From an optimization exercise on the open Yosys and OpenROAD flow, aimed at small area and a short achievable clock period; shortcuts taken in it are not production practice. In this exercise RTL edits were held to simulation tests only and were not proved equivalent to the original. No activity file was given, so power comes from the tool's default toggle rates.

Setup of build 92:
==> flow/design.v <==
`timescale 1ns / 1ps
module CPU(
    input clock,
    input Load,
    input reset,
    input [7:0] data_in,
    output [7:0] Instruction,
    output [7:0] Acc,
    output [7:0] Mem,
    output [4:0] Program_counter
    );
    reg [7:0] ir;        
    reg [4:0] pc;
    reg [4:0] mar;       
    reg [2:0] xop;       
    reg       run;
    reg [7:0] acc;
    reg [7:0] mdr;       
    reg [31:0] vld;      
    reg [255:0] mem;     
    wire [2:0] op = ir[7:5];
    wire [4:0] ad = ir[4:0];
    wire issue = ~Load & (|op);
    wire xalu = xop[2] ^ xop[1];             
    wire xsto = xop == 3'b110;
    wire acc_we = run & ~Load & xalu;
    wire mem_we = run & ~Load & xsto;
    wire [7:0] a = acc;
    wire [7:0] b = mdr;
    wire [7:0] p = a ^ b;
    wire [7:0] g = a & b;
    wire [7:0] o = a | b;
    wire [7:0] g1, p1, g2, p2, g3;
    genvar i;
    generate
        for (i = 0; i < 8; i = i + 1) begin : l1
            if (i % 2 == 1) begin : m
                assign g1[i] = g[i] | (p[i] & g[i-1]);
                assign p1[i] = p[i] & p[i-1];
            end else begin : k
                assign g1[i] = g[i];
                assign p1[i] = p[i];
            end
        end
        for (i = 0; i < 8; i = i + 1) begin : l2
            if (i % 4 >= 2) begin : m
                assign g2[i] = g1[i] | (p1[i] & g1[(i/4)*4+1]);
                assign p2[i] = p1[i] & p1[(i/4)*4+1];
            end else begin : k
                assign g2[i] = g1[i];
                assign p2[i] = p1[i];
            end
        end
        for (i = 0; i < 8; i = i + 1) begin : l3
            if (i >= 4) begin : m
                assign g3[i] = g2[i] | (p2[i] & g2[3]);
            end else begin : k
                assign g3[i] = g2[i];
            end
        end
    endgenerate
    wire [7:0] sum = p ^ {g3[6:0], 1'b0};
    reg [7:0] alu;
    always @(*) begin
        case ({xop[2], xop[0]})
            2'b00: alu = sum;    
            2'b01: alu = g;      
            2'b10: alu = p;      
            default: alu = b;    
        endcase
    end
    wire z_add = ~p[0] & (&(p[7:1] ~^ o[6:0]));
    reg zalu;
    always @(*) begin
        case ({xop[2], xop[0]})
            2'b00: zalu = z_add;
            2'b01: zalu = ~|g;
            2'b10: zalu = ~|p;
            default: zalu = ~|b;
        endcase
    end
    wire zero = xalu ? zalu : ~|a;
    wire [3:0] rda = 4'b1 << ad[1:0];
    wire [7:0] rdb = 8'b1 << ad[4:2];
    wire [31:0] rsel;
    wire [7:0] rdata;
    generate
        for (i = 0; i < 32; i = i + 1) begin : rs
            assign rsel[i] = rda[i % 4] & rdb[i / 4] & vld[i];
        end
        for (i = 0; i < 8; i = i + 1) begin : rb
            wire [31:0] t;
            genvar j;
            for (j = 0; j < 32; j = j + 1) begin : w
                assign t[j] = rsel[j] & mem[8*j + i];
            end
            wire r1b = rda[3] & rdb[6] & ~vld[27];
            wire r1c = rda[0] & rdb[7] & ~vld[28];
            assign rdata[i] = (|t) | r1b | ((i % 2 == 1) ? r1c : 1'b0);
        end
    endgenerate
    wire fwd = mem_we & (mar == ad);
    always @(posedge clock or posedge reset) begin
        if (reset) begin
            ir  <= 8'd0;
            pc  <= 5'd0;
            mar <= 5'd0;
            xop <= 3'd0;
            run <= 1'b0;
            acc <= 8'd0;
            mdr <= 8'd0;
            vld <= 32'd0;
        end else begin
            ir  <= data_in;
            run <= issue;
            if (issue) begin
                mar <= ad;
                xop <= op;
                if (op == 3'b111)
                    pc <= ad;
                else if (op == 3'b001 && zero)
                    pc <= pc + 5'd2;
                else
                    pc <= pc + 5'd1;
                mdr <= fwd ? acc : rdata;
            end else if (mem_we) begin
                mdr <= acc;
            end
            if (acc_we)
                acc <= alu;
            vld <= vld | wsel;
        end
    end
    wire [3:0] wra = 4'b1 << mar[1:0];
    wire [7:0] wrb = 8'b1 << mar[4:2];
    wire [31:0] wsel;
    generate
        for (i = 0; i < 32; i = i + 1) begin : ws
            assign wsel[i] = mem_we & wra[i % 4] & wrb[i / 4];
            always @(posedge clock) begin
                if (wsel[i])
                    mem[8*i +: 8] <= acc;
            end
        end
    endgenerate
    assign Instruction = ir;
    assign Acc = acc;
    assign Mem = mdr;
    assign Program_counter = pc;
endmodule
clock: 6.2 ns
lec_check: 0
cap_margin: 20
core_margin: 2
core_utilization: 55
cts_cluster_diameter: 80
cts_cluster_size: 30
setup_slack_margin: 3.5
slew_margin: 20
run.sh (not shown) runs the stock make flow with config.mk's settings and CLKGATE_MAP_FILE= SYNTH_SCRIPT=/design/flow/synth_recipe.tcl, a recipe that flattens the netlist after the stock synthesis.
Input-level comparison between build 43 and build 92:
# build 92
export LEC_CHECK = 0
export CAP_MARGIN = 20
export CORE_MARGIN = 2
export CORE_UTILIZATION = 55
export CTS_CLUSTER_DIAMETER = 80
export CTS_CLUSTER_SIZE = 30
export SETUP_SLACK_MARGIN = 3.5
export SLEW_MARGIN = 20
create_clock -name core_clock -period 6.2 [get_ports {clock}]
# build 43
export LEC_CHECK = 0
export CAP_MARGIN = 20
export CORE_MARGIN = 2
export CORE_UTILIZATION = 40
export SLEW_MARGIN = 20
create_clock -name core_clock -period 6.2 [get_ports {clock}]
--- outcome ---
Per the comparison of build 43 with build 92, number of cells traversed by the worst register-to-register path now smaller; met3 global-route usage went down by 2.9 points; minimum setup slack in the final design fell 1070 ps; wire length -about 2.6%. Build 43: die area is 37% higher than what build 92 reported. On via count, build 92 loses to build 43. From build 43 to build 92, post-synthesis instance area did not move at all. Share of the final layout cell area in multi-input gates is lower on build 43.
Edits applied to the flow inputs when going from build 43 to build 30:
# build 43
export LEC_CHECK = 0
export CAP_MARGIN = 20
export CORE_MARGIN = 2
export CORE_UTILIZATION = 40
export SLEW_MARGIN = 20
create_clock -name core_clock -period 6.2 [get_ports {clock}]
# build 30
export LEC_CHECK = 0
export CAP_MARGIN = 20
export CORE_MARGIN = 2
export CORE_UTILIZATION = 55
export CTS_CLUSTER_DIAMETER = 80
export CTS_CLUSTER_SIZE = 24
export SETUP_SLACK_MARGIN = 3.8
export SLEW_MARGIN = 20
create_clock -name core_clock -period 6.2 [get_ports {clock}]
==> flow/flow/run.sh (new file) <==
#!/bin/bash
# Layout: the standard ORFS flow, with the port buffers made plain buffers
# (buf_4) instead of the cell buffer_ports picks by default (a delay cell).
set -euo pipefail
bash standard.sh BUFFER_PORTS_ARGS="-buffer_cell sky130_fd_sc_hd__buf_4" finish > flow_standard.log 2>&1
==> flow/standard.sh (new file) <==
#!/bin/bash
# synth_recipe.tcl (not shown) runs the flow's synth.tcl, then flattens the netlist and writes it again
# the make line also repeats each setting of config.mk as NAME=value (left out here)
make -C /OpenROAD-flow-scripts/flow DESIGN_CONFIG=/design/flow/config.mk WORK_HOME=/design/flow/orfs CLKGATE_MAP_FILE= SYNTH_SCRIPT=/design/flow/synth_recipe.tcl "${@:-finish}"
removed: flow/run.sh
Findings:
Utilization build 43 -> build 30: up
Build 30 against build 43: clock period minus final worst setup slack moved down; overall die area moved down; clock network fraction of total power moved down.
The inputs of build 50 differ from those of build 30 as listed below.
# build 30
export LEC_CHECK = 0
export CAP_MARGIN = 20
export CORE_MARGIN = 2
export CORE_UTILIZATION = 55
export CTS_CLUSTER_DIAMETER = 80
export CTS_CLUSTER_SIZE = 24
export SETUP_SLACK_MARGIN = 3.8
export SLEW_MARGIN = 20
create_clock -name core_clock -period 6.2 [get_ports {clock}]
# build 50
export LEC_CHECK = 0
export CAP_MARGIN = 20
export CORE_MARGIN = 2
export CORE_UTILIZATION = 65
export CTS_BUF_LIST = sky130_fd_sc_hd__clkbuf_4 sky130_fd_sc_hd__clkbuf_8
export SLEW_MARGIN = 20
create_clock -name core_clock -period 6.2 [get_ports {clock}]
==> flow/run.sh (new file) <==
#!/bin/bash
# synth_recipe.tcl (not shown) runs the flow's synth.tcl, then flattens the netlist and writes it again
# the make line also repeats each setting of config.mk as NAME=value (left out here)
make -C /OpenROAD-flow-scripts/flow DESIGN_CONFIG=/design/flow/config.mk WORK_HOME=/design/flow/orfs CLKGATE_MAP_FILE= SYNTH_SCRIPT=/design/flow/synth_recipe.tcl finish
removed: flow/flow/run.sh
removed: flow/standard.sh
Findings:
Per the comparison of build 50 with build 30, clock latency on the worst-skew pair higher, final non-filler cell area now sits lower, internal power climbed 4.7%, detailed-route wire length now sits lower, via count shrank by 361.
Clock group share of total power in build 50 is 11 points higher than in build 30
Build 50 — multi-input combinational area share 2.2 points lower, build 30 as reference
Count of plain and timing-repair buffers in the layout for build 50: about 60% down relative to build 30
Looking at share of the clock period used by the worst path, build 50 sits above build 30.
Clock power in build 50 vs build 30: up 53%

[separate check: timing with driven ports]
Ports are ideal in the flow. The routed layouts listed here were re-timed in OpenROAD.
Step 1, drivers: a clkbuf_16 drives clock and a buf_2 each remaining input, both assumed.
Step 2 adds t to the input delays and takes it off the output delays; t is the mean of the earliest and latest rising clock arrival at the registers after step 1. Input paths then give back, and output paths get back, about the clock's delay inside the block.
Three values: ideal ports, drivers, drivers and shift; two values: the first two.
run	shift t [ns]	setup slack, ns	worst hold slack (ns)	clock arrival spread, ns
build 92	0.576	3.517 / 3.463 / 3.000	0.468 / 0.468 / 0.468	0.034 / 0.034
build 43	0.573	2.447 / 2.397 / 2.126	0.456 / 0.456 / 0.456	0.016 / 0.016
build 30	0.566	3.655 / 3.600 / 3.294	0.467 / 0.467 / 0.467	0.019 / 0.019
build 50	0.629	2.412 / 2.363 / 2.145	0.457 / 0.457 / 0.457	0.018 / 0.019
After both steps setup and hold are still met in every run listed. The setup slack of build 92, which loses most, moves by -0.054 ns with the drivers and by -0.517 ns with both steps.
